This is an optimization exercise on Yosys and OpenROAD, whose aim is small area and a short achievable clock period, not a production implementation. At most, simulation tests tie the RTL to the original design; equivalence was not proved. Power is estimated from default activity; no workload was simulated.

==> onyx: inputs <==
==> flow/design.v <==
module cic_slice #(parameter WS = 17)
  (
    input               clk,
    input               rst,       
    input               g,         
    input               upd,       
    input      [WS-1:0] x,         
    input      [4:0]    ki,        
    input      [4:0]    kc,        
    output     [4:0]    ko_i,      
    output     [4:0]    ko_c,      
    output     [WS-1:0] q_p2, q_p3, q_d31, q_d40, q_d41
  );
  reg  [WS-1:0] i0, i1, i2, i3, i4;
  wire [WS-1:0] gm = {WS{g}};
  wire [WS:0]   si0 = {1'b0, i0} + {1'b0, gm & x}  + ki[0];
  wire [WS:0]   si1 = {1'b0, i1} + {1'b0, gm & i0} + ki[1];
  wire [WS:0]   si2 = {1'b0, i2} + {1'b0, gm & i1} + ki[2];
  wire [WS:0]   si3 = {1'b0, i3} + {1'b0, gm & i2} + ki[3];
  wire [WS:0]   si4 = {1'b0, i4} + {1'b0, gm & i3} + ki[4];
  always @(posedge clk) begin
    if (rst) begin
      i0 <= 0; i1 <= 0; i2 <= 0; i3 <= 0; i4 <= 0;
    end else begin
      i0 <= si0[WS-1:0]; i1 <= si1[WS-1:0]; i2 <= si2[WS-1:0];
      i3 <= si3[WS-1:0]; i4 <= si4[WS-1:0];
    end
  end
  reg  [WS-1:0] d00, d01, d10, d11, d20, d21, d30, d31, d40, d41;
  reg  [WS-1:0] p0, p1, p2, p3;
  wire [WS:0]   sc0 = {1'b0, i4} + {1'b0, ~d01} + kc[0];
  wire [WS:0]   sc1 = {1'b0, p0} + {1'b0, ~d11} + kc[1];
  wire [WS:0]   sc2 = {1'b0, p1} + {1'b0, ~d21} + kc[2];
  wire [WS:0]   sc3 = {1'b0, p2} + {1'b0, ~d31} + kc[3];
  wire [WS:0]   sc4 = {1'b0, p3} + {1'b0, ~d41} + kc[4];
  always @(posedge clk) begin
    if (rst) begin
      d00 <= 0; d01 <= 0; d10 <= 0; d11 <= 0; d20 <= 0;
      d21 <= 0; d30 <= 0; d31 <= 0; d40 <= 0; d41 <= 0;
      p0 <= 0; p1 <= 0; p2 <= 0; p3 <= 0;
    end else if (upd) begin
      d00 <= i4; d01 <= d00;
      d10 <= p0; d11 <= d10;
      d20 <= p1; d21 <= d20;
      d30 <= p2; d31 <= d30;
      d40 <= p3; d41 <= d40;
      p0 <= sc0[WS-1:0]; p1 <= sc1[WS-1:0];
      p2 <= sc2[WS-1:0]; p3 <= sc3[WS-1:0];
    end
  end
  assign ko_i  = {si4[WS], si3[WS], si2[WS], si1[WS], si0[WS]};
  assign ko_c  = {sc4[WS], sc3[WS], sc2[WS], sc1[WS], sc0[WS]};
  assign q_p2  = p2;
  assign q_p3  = p3;
  assign q_d31 = d31;
  assign q_d40 = d40;
  assign q_d41 = d41;
endmodule
module cic_decim
  (
    input             clk_i,
    input             rst_i,
    input             en_i,
    input      [15:0] data_i,
    output     [15:0] data_o,
    input             act_i,
    input             act_out_i,
    output            val_o
  );
  localparam WS = 17;
  wire g   = en_i & act_i;
  reg  a0, a1, a2, a3, a4;
  wire upd = en_i & act_out_i & a4;
  reg  c0, c1, c2, c3, vint;
  always @(posedge clk_i) begin
    if (rst_i) begin
      a0 <= 1'b0; a1 <= 1'b0; a2 <= 1'b0; a3 <= 1'b0; a4 <= 1'b0;
    end else if (g) begin
      a0 <= 1'b1; a1 <= a0; a2 <= a1; a3 <= a2; a4 <= a3;
    end else if (en_i & act_out_i) begin
      a4 <= 1'b0;
    end
  end
  always @(posedge clk_i) begin
    if (rst_i) begin
      c0 <= 1'b0; c1 <= 1'b0; c2 <= 1'b0; c3 <= 1'b0;
    end else if (upd) begin
      c0 <= 1'b1; c1 <= c0; c2 <= c1; c3 <= c2;
    end
  end
  always @(posedge clk_i) begin
    if (rst_i)     vint <= 1'b0;
    else if (en_i) vint <= upd & c3;
  end
  reg rst_1, g_1, upd_1, sgn_1;
  reg rst_2, g_2, upd_2, sgn_2;
  always @(posedge clk_i) begin
    rst_1 <= rst_i; g_1 <= g;   upd_1 <= upd;   sgn_1 <= data_i[15];
    rst_2 <= rst_1; g_2 <= g_1; upd_2 <= upd_1; sgn_2 <= sgn_1;
  end
  wire [4:0]    koi_a, koc_a, koi_b, koc_b, koi_c, koc_c;
  reg  [4:0]    kri_a, krc_a, kri_b, krc_b;
  wire [WS-1:0] a_p2, a_p3, a_d31, a_d40, a_d41;
  wire [WS-1:0] b_p2, b_p3, b_d31, b_d40, b_d41;
  wire [WS-1:0] c_p2, c_p3, c_d31, c_d40, c_d41;
  cic_slice #(WS) sa (
    .clk(clk_i), .rst(rst_i), .g(g), .upd(upd),
    .x({data_i[15], data_i}), .ki(5'b00000), .kc(5'b11111),
    .ko_i(koi_a), .ko_c(koc_a),
    .q_p2(a_p2), .q_p3(a_p3), .q_d31(a_d31), .q_d40(a_d40), .q_d41(a_d41));
  cic_slice #(WS) sb (
    .clk(clk_i), .rst(rst_1), .g(g_1), .upd(upd_1),
    .x({WS{sgn_1}}), .ki(kri_a), .kc(krc_a),
    .ko_i(koi_b), .ko_c(koc_b),
    .q_p2(b_p2), .q_p3(b_p3), .q_d31(b_d31), .q_d40(b_d40), .q_d41(b_d41));
  cic_slice #(WS) sc (
    .clk(clk_i), .rst(rst_2), .g(g_2), .upd(upd_2),
    .x({WS{sgn_2}}), .ki(kri_b), .kc(krc_b),
    .ko_i(koi_c), .ko_c(koc_c),
    .q_p2(c_p2), .q_p3(c_p3), .q_d31(c_d31), .q_d40(c_d40), .q_d41(c_d41));
  always @(posedge clk_i) begin
    kri_a <= koi_a; krc_a <= koc_a;
    kri_b <= koi_b; krc_b <= koc_b;
  end
  wire       kb4_now = koc_b[4];     
  wire       kb3_old = krc_b[3];     
  wire       kb4_old = krc_b[4];     
  reg  [15:0] p4c;                   
  wire [WS-1:0] z_sum = c_p3 + ~c_d41 + kb4_old;
  wire [15:0]   z     = rst_2 ? 16'd0 : upd_2 ? z_sum[WS-1:1] : p4c;
  wire [WS-1:0] t_a  = c_p2;
  wire [WS-1:0] t_b  = ~c_d31;
  wire [WS-1:0] t_c  = ~c_d40;
  wire [WS-1:0] cs_s = t_a ^ t_b ^ t_c;
  wire [WS-1:0] cs_c = {(t_a[WS-2:0] & t_b[WS-2:0]) | (t_a[WS-2:0] & t_c[WS-2:0]) |
                        (t_b[WS-2:0] & t_c[WS-2:0]), kb3_old};
  wire [WS-1:0] u_a  = upd_2 ? cs_s : c_p3;
  wire [WS-1:0] u_b  = upd_2 ? cs_c : ~c_d41;
  wire [WS-1:0] y0   = u_a + u_b;
  wire [WS-1:0] y1   = u_a + u_b + 1'b1;
  wire [15:0]   y    = rst_2 ? 16'd0 :
                       kb4_now ? y1[WS-1:1] : y0[WS-1:1];
  wire [15:0] p4_now = rst_1 ? 16'd0 : upd_1 ? y : z;
  always @(posedge clk_i) p4c <= z;
  reg [15:0] dout;
  reg        vout;
  always @(posedge clk_i) begin
    if (rst_i) begin
      dout <= 16'd0;
      vout <= 1'b0;
    end else if (en_i) begin
      dout <= p4_now;
      vout <= vint;
    end
  end
  assign data_o = dout;
  assign val_o  = vout;
endmodule
==> flow/run.sh <==
#!/bin/bash
# synth_recipe.tcl (not shown) runs the flow's synth.tcl, then flattens the netlist and writes it again
# the make line also repeats each setting of config.mk as NAME=value (left out here)
make -C /OpenROAD-flow-scripts/flow DESIGN_CONFIG=/design/flow/config.mk WORK_HOME=/design/flow/orfs CLKGATE_MAP_FILE= SYNTH_SCRIPT=/design/flow/synth_recipe.tcl finish
==> flow/config.mk <==
export PLATFORM = sky130hd
export DESIGN_NAME = cic_decim
export DESIGN_NICKNAME = cic_decim
export VERILOG_FILES = /design/flow/design.v
export SDC_FILE = /design/flow/constraint.sdc
export NUM_CORES = 4
export LEC_CHECK = 0
export CAP_MARGIN = 20
export CORE_MARGIN = 2
export CORE_UTILIZATION = 40
export SETUP_SLACK_MARGIN = 1.0
export SLEW_MARGIN = 20
==> flow/constraint.sdc <==
create_clock -name core_clock -period 4.0 [get_ports {clk_i}]
set_input_delay 0.8000 -clock core_clock [delete_from_list [all_inputs] [get_ports {clk_i}]]
set_output_delay 0.8000 -clock core_clock [all_outputs]
set_load 0.01 [all_outputs]
==> inputs of amber, as changes to onyx <==
--- a/flow/design.v
+++ b/flow/design.v
@@ -10,28 +10,28 @@
     output     [4:0]    ko_i,      
     output     [4:0]    ko_c,      
+    output     [WS-1:0] q_p1, q_d21, q_d30,
     output     [WS-1:0] q_p2, q_p3, q_d31, q_d40, q_d41
   );
   reg  [WS-1:0] i0, i1, i2, i3, i4;
-  wire [WS-1:0] gm = {WS{g}};
-  wire [WS:0]   si0 = {1'b0, i0} + {1'b0, gm & x}  + ki[0];
-  wire [WS:0]   si1 = {1'b0, i1} + {1'b0, gm & i0} + ki[1];
-  wire [WS:0]   si2 = {1'b0, i2} + {1'b0, gm & i1} + ki[2];
-  wire [WS:0]   si3 = {1'b0, i3} + {1'b0, gm & i2} + ki[3];
-  wire [WS:0]   si4 = {1'b0, i4} + {1'b0, gm & i3} + ki[4];
+  wire [WS+1:0] si0 = {1'b0, i0, 1'b1} + {1'b0, x,  ki[0]};
+  wire [WS+1:0] si1 = {1'b0, i1, 1'b1} + {1'b0, i0, ki[1]};
+  wire [WS+1:0] si2 = {1'b0, i2, 1'b1} + {1'b0, i1, ki[2]};
+  wire [WS+1:0] si3 = {1'b0, i3, 1'b1} + {1'b0, i2, ki[3]};
+  wire [WS+1:0] si4 = {1'b0, i4, 1'b1} + {1'b0, i3, ki[4]};
   always @(posedge clk) begin
     if (rst) begin
       i0 <= 0; i1 <= 0; i2 <= 0; i3 <= 0; i4 <= 0;
-    end else begin
-      i0 <= si0[WS-1:0]; i1 <= si1[WS-1:0]; i2 <= si2[WS-1:0];
-      i3 <= si3[WS-1:0]; i4 <= si4[WS-1:0];
+    end else if (g) begin
+      i0 <= si0[WS:1]; i1 <= si1[WS:1]; i2 <= si2[WS:1];
+      i3 <= si3[WS:1]; i4 <= si4[WS:1];
     end
   end
   reg  [WS-1:0] d00, d01, d10, d11, d20, d21, d30, d31, d40, d41;
   reg  [WS-1:0] p0, p1, p2, p3;
-  wire [WS:0]   sc0 = {1'b0, i4} + {1'b0, ~d01} + kc[0];
-  wire [WS:0]   sc1 = {1'b0, p0} + {1'b0, ~d11} + kc[1];
-  wire [WS:0]   sc2 = {1'b0, p1} + {1'b0, ~d21} + kc[2];
-  wire [WS:0]   sc3 = {1'b0, p2} + {1'b0, ~d31} + kc[3];
-  wire [WS:0]   sc4 = {1'b0, p3} + {1'b0, ~d41} + kc[4];
+  wire [WS+1:0] sc0 = {1'b0, i4, 1'b1} + {1'b0, ~d01, kc[0]};
+  wire [WS+1:0] sc1 = {1'b0, p0, 1'b1} + {1'b0, ~d11, kc[1]};
+  wire [WS+1:0] sc2 = {1'b0, p1, 1'b1} + {1'b0, ~d21, kc[2]};
+  wire [WS+1:0] sc3 = {1'b0, p2, 1'b1} + {1'b0, ~d31, kc[3]};
+  wire [WS+1:0] sc4 = {1'b0, p3, 1'b1} + {1'b0, ~d41, kc[4]};
   always @(posedge clk) begin
     if (rst) begin
@@ -45,10 +45,13 @@
       d30 <= p2; d31 <= d30;
       d40 <= p3; d41 <= d40;
-      p0 <= sc0[WS-1:0]; p1 <= sc1[WS-1:0];
-      p2 <= sc2[WS-1:0]; p3 <= sc3[WS-1:0];
+      p0 <= sc0[WS:1]; p1 <= sc1[WS:1];
+      p2 <= sc2[WS:1]; p3 <= sc3[WS:1];
     end
   end
-  assign ko_i  = {si4[WS], si3[WS], si2[WS], si1[WS], si0[WS]};
-  assign ko_c  = {sc4[WS], sc3[WS], sc2[WS], sc1[WS], sc0[WS]};
+  assign ko_i  = {si4[WS+1], si3[WS+1], si2[WS+1], si1[WS+1], si0[WS+1]};
+  assign ko_c  = {sc4[WS+1], sc3[WS+1], sc2[WS+1], sc1[WS+1], sc0[WS+1]};
+  assign q_p1  = p1;
+  assign q_d21 = d21;
+  assign q_d30 = d30;
   assign q_p2  = p2;
   assign q_p3  = p3;
@@ -104,8 +107,10 @@
   wire [WS-1:0] b_p2, b_p3, b_d31, b_d40, b_d41;
   wire [WS-1:0] c_p2, c_p3, c_d31, c_d40, c_d41;
+  wire [WS-1:0] a_p1, a_d21, a_d30, b_p1, b_d21, b_d30, c_p1, c_d21, c_d30;
   cic_slice #(WS) sa (
     .clk(clk_i), .rst(rst_i), .g(g), .upd(upd),
     .x({data_i[15], data_i}), .ki(5'b00000), .kc(5'b11111),
     .ko_i(koi_a), .ko_c(koc_a),
+    .q_p1(a_p1), .q_d21(a_d21), .q_d30(a_d30),
     .q_p2(a_p2), .q_p3(a_p3), .q_d31(a_d31), .q_d40(a_d40), .q_d41(a_d41));
   cic_slice #(WS) sb (
@@ -113,4 +118,5 @@
     .x({WS{sgn_1}}), .ki(kri_a), .kc(krc_a),
     .ko_i(koi_b), .ko_c(koc_b),
+    .q_p1(b_p1), .q_d21(b_d21), .q_d30(b_d30),
     .q_p2(b_p2), .q_p3(b_p3), .q_d31(b_d31), .q_d40(b_d40), .q_d41(b_d41));
   cic_slice #(WS) sc (
@@ -118,4 +124,5 @@
     .x({WS{sgn_2}}), .ki(kri_b), .kc(krc_b),
     .ko_i(koi_c), .ko_c(koc_c),
+    .q_p1(c_p1), .q_d21(c_d21), .q_d30(c_d30),
     .q_p2(c_p2), .q_p3(c_p3), .q_d31(c_d31), .q_d40(c_d40), .q_d41(c_d41));
   always @(posedge clk_i) begin
@@ -127,18 +134,47 @@
   wire       kb4_old = krc_b[4];     
   reg  [15:0] p4c;                   
-  wire [WS-1:0] z_sum = c_p3 + ~c_d41 + kb4_old;
-  wire [15:0]   z     = rst_2 ? 16'd0 : upd_2 ? z_sum[WS-1:1] : p4c;
-  wire [WS-1:0] t_a  = c_p2;
-  wire [WS-1:0] t_b  = ~c_d31;
-  wire [WS-1:0] t_c  = ~c_d40;
-  wire [WS-1:0] cs_s = t_a ^ t_b ^ t_c;
-  wire [WS-1:0] cs_c = {(t_a[WS-2:0] & t_b[WS-2:0]) | (t_a[WS-2:0] & t_c[WS-2:0]) |
-                        (t_b[WS-2:0] & t_c[WS-2:0]), kb3_old};
-  wire [WS-1:0] u_a  = upd_2 ? cs_s : c_p3;
-  wire [WS-1:0] u_b  = upd_2 ? cs_c : ~c_d41;
-  wire [WS-1:0] y0   = u_a + u_b;
-  wire [WS-1:0] y1   = u_a + u_b + 1'b1;
+  wire [WS+1:0] a0_t = {1'b0, c_p3, 1'b1} + {1'b0, ~c_d41, 1'b0};
+  wire [WS+1:0] a1_t = {1'b0, c_p3, 1'b1} + {1'b0, ~c_d41, 1'b1};
+  wire [15:0]   ra0   = a0_t[WS:2];
+  wire [15:0]   ra1   = a1_t[WS:2];
+  wire          kc2   = krc_b[2];      
+  wire [WS-1:0] f_a   = c_p1;
+  wire [WS-1:0] f_b   = ~c_d21;
+  wire [WS-1:0] f_c   = ~c_d30;
+  wire [WS-1:0] f_d   = ~c_p3;
+  wire [WS-1:0] f1_s  = f_a ^ f_b ^ f_c;
+  wire [WS-1:0] f1_m  = {(f_a[WS-2:0] & f_b[WS-2:0]) | (f_a[WS-2:0] & f_c[WS-2:0]) |
+                         (f_b[WS-2:0] & f_c[WS-2:0]), kc2};
+  wire [WS-1:0] f2_s  = f1_s ^ f1_m ^ f_d;
+  wire [WS-2:0] f2_m  = (f1_s[WS-2:0] & f1_m[WS-2:0]) | (f1_s[WS-2:0] & f_d[WS-2:0]) |
+                        (f1_m[WS-2:0] & f_d[WS-2:0]);
+  wire [WS-1:0] t_a   = c_p2;
+  wire [WS-1:0] t_b   = ~c_d31;
+  wire [WS-1:0] t_c   = ~c_d40;
+  wire [WS-1:0] t_s   = t_a ^ t_b ^ t_c;
+  wire [WS-2:0] t_m   = (t_a[WS-2:0] & t_b[WS-2:0]) | (t_a[WS-2:0] & t_c[WS-2:0]) |
+                        (t_b[WS-2:0] & t_c[WS-2:0]);
+  reg  [WS-1:0] cs_s;
+  reg  [WS-2:0] cs_m;
+  always @(posedge clk_i) begin
+    if (rst_2) begin
+      cs_s <= {WS{1'b0}};
+      cs_m <= {(WS-1){1'b1}};
+    end else if (upd_2) begin
+      cs_s <= f2_s;
+      cs_m <= f2_m;
+    end else begin
+      cs_s <= t_s;
+      cs_m <= t_m;
+    end
+  end
+  wire [WS-1:0] cs_c = {cs_m, kb3_old};
+  wire [WS+1:0] b0_t = {1'b0, cs_s, 1'b1} + {1'b0, cs_c, 1'b0};
+  wire [WS+1:0] b1_t = {1'b0, cs_s, 1'b1} + {1'b0, cs_c, 1'b1};
+  wire [15:0]   rb0   = b0_t[WS:2];
+  wire [15:0]   rb1   = b1_t[WS:2];
+  wire [15:0]   z    = rst_2 ? 16'd0 : upd_2 ? (kb4_old ? ra1 : ra0) : p4c;
   wire [15:0]   y    = rst_2 ? 16'd0 :
-                       kb4_now ? y1[WS-1:1] : y0[WS-1:1];
+                       upd_2 ? (kb4_now ? rb1 : rb0) : (kb4_now ? ra1 : ra0);
   wire [15:0] p4_now = rst_1 ? 16'd0 : upd_1 ? y : z;
   always @(posedge clk_i) p4c <= z;
==> flow/flow/run.sh (new file) <==
#!/bin/bash
# The standard layout (standard.sh), except that synthesis maps the logic with
# ABC under a delay target (flow/abc_map.script) instead of ORFS's default ABC
# script.  Everything else in synthesis is the standard script
# (synth_recipe.tcl: synth -nofsm -noshare, flatten, renames), so the registers
# are the standard synthesis's.
set -euo pipefail
here=$(pwd)
export MY_ABC_SCRIPT=$here/flow/abc_map.script

# ORFS's synth.tcl with only the abc call's script changed (and its -D dropped)
sed 's|log_cmd abc {\*}\$abc_args$|set abc_args [lreplace $abc_args 1 1 $::env(MY_ABC_SCRIPT)]; set di [lsearch $abc_args -D]; if {$di >= 0} { set abc_args [lreplace $abc_args $di [expr {$di+1}]] }; log_cmd abc {*}$abc_args|' \
  "$FLOW_HOME/scripts/synth.tcl" > my_orfs_synth.tcl
grep -q MY_ABC_SCRIPT my_orfs_synth.tcl

# The standard flow's synthesis script, sourcing the changed synth.tcl
sed "s|source \$::env(SCRIPTS_DIR)/synth.tcl|source $here/my_orfs_synth.tcl|" synth_recipe.tcl > my_synth.tcl
grep -q my_orfs_synth.tcl my_synth.tcl

# The standard layout, with that synthesis script
sed "s|SYNTH_SCRIPT=[^ ]*|SYNTH_SCRIPT=$here/my_synth.tcl|" standard.sh > my_standard.sh
grep -q my_synth.tcl my_standard.sh

bash my_standard.sh > make.log 2>&1
==> flow/flow/abc_map.script (new file) <==
strash
dch -f
map -D 1200
topo
buffer -p
upsize -D 1200
dnsize -D 1200
stime -p
==> flow/standard.sh (new file) <==
#!/bin/bash
# synth_recipe.tcl (not shown) runs the flow's synth.tcl, then flattens the netlist and writes it again
# the make line also repeats each setting of config.mk as NAME=value (left out here)
make -C /OpenROAD-flow-scripts/flow DESIGN_CONFIG=/design/flow/config.mk WORK_HOME=/design/flow/orfs CLKGATE_MAP_FILE= SYNTH_SCRIPT=/design/flow/synth_recipe.tcl "${@:-finish}"
CTS_CLUSTER_DIAMETER = 80   (was not set)
CTS_CLUSTER_SIZE = 24   (was not set)
SETUP_SLACK_MARGIN = 1.5   (was 1.0)
removed: flow/run.sh
==> run summary <==
Combinational power: onyx is smaller than amber (68%). Against amber, the count of clock-buffer cells in the layout of onyx is higher by 92. Between onyx and amber, the lower power is in amber (gap about 4.5%, measured against amber). In amber the clock power is smaller than in onyx, by about 40%. Wire length: onyx is smaller than amber (about 8%). In amber the sequential share of layout area is higher than in onyx, by 1.8 points. In onyx the synthesized cell count is smaller than in amber, by about 9%. Global-route usage: onyx is lower than amber (0.77 points). In amber the area after synthesis is higher than in onyx, by about 2.4%.
==> figures <==
	onyx	amber
Initial antenna violation count	1	6
Critical path depth	13	11
Cell count of the worst reg-to-reg path	13	11
Worst Max-Slew Pin Slew	1020 ps	1010 ps
Outcome	finished clean	finished clean
Post-placement cell area	60200 µm²	60800 µm²
Number of sinks handled by clock tree synthesis	1040	1073
Min setup slack post-route	478 ps	1550 ps
Iteration count of the initial detailed-routing pass	5	6
Post-Syn Area per Cell	8.43 µm²	7.82 µm²
Min Hold Slack	412 ps	457 ps
Clock network share of area	6.48%	2.94%
Maximum fanout count along the critical path	4	6
FF+latch area	20900 µm²	21600 µm²
Post-detailed-route wirelength per cell	13.7 µm	14.1 µm
Met1 track demand over resource in global routing	20.8%	22.5%
Combinational gate power	1.42 mW	4.50 mW
Launching element of the worst setup path	sc.d40[0]$_SDFFE_PP0P_	cs_m[4]$_SDFF_PP1_
First-pass GRT wire length	205 mm	219 mm
Worst path slowest cell	fa_1	ha_1
Function not checked in onyx: the RTL went through the layout flow alone.

-- afterwards: timing with drivers on the ports --
How much do the figures lean on ideal ports? The routed layouts below were timed once more, with nothing changed but the port constraints.
Step 1: set_driving_cell puts a clkbuf_16 on clk_i and a buf_2 on each other input, an assumption about the parent block.
Step 2 moves the port delays by t, midway between the first and last clock arrival at a register: inputs arrive t later, outputs are due t later. That takes back most of the time a late clock gives input paths.
a / b / c = no drivers / after step 1 / after step 2; a / b = the first two.
run	t, ns	setup slack, ns	hold WS [ns]	worst setup path at the end
onyx	0.785	0.478 / 0.478 / 0.399	0.412 / 0.412 / 0.412	input to register
amber	0.764	1.551 / 1.545 / 0.853	0.457 / 0.457 / 0.457	input to register
After both steps every run listed still meets setup and hold. The setup slack of amber, which loses most, moves by -0.006 ns with the drivers and by -0.698 ns with both steps.
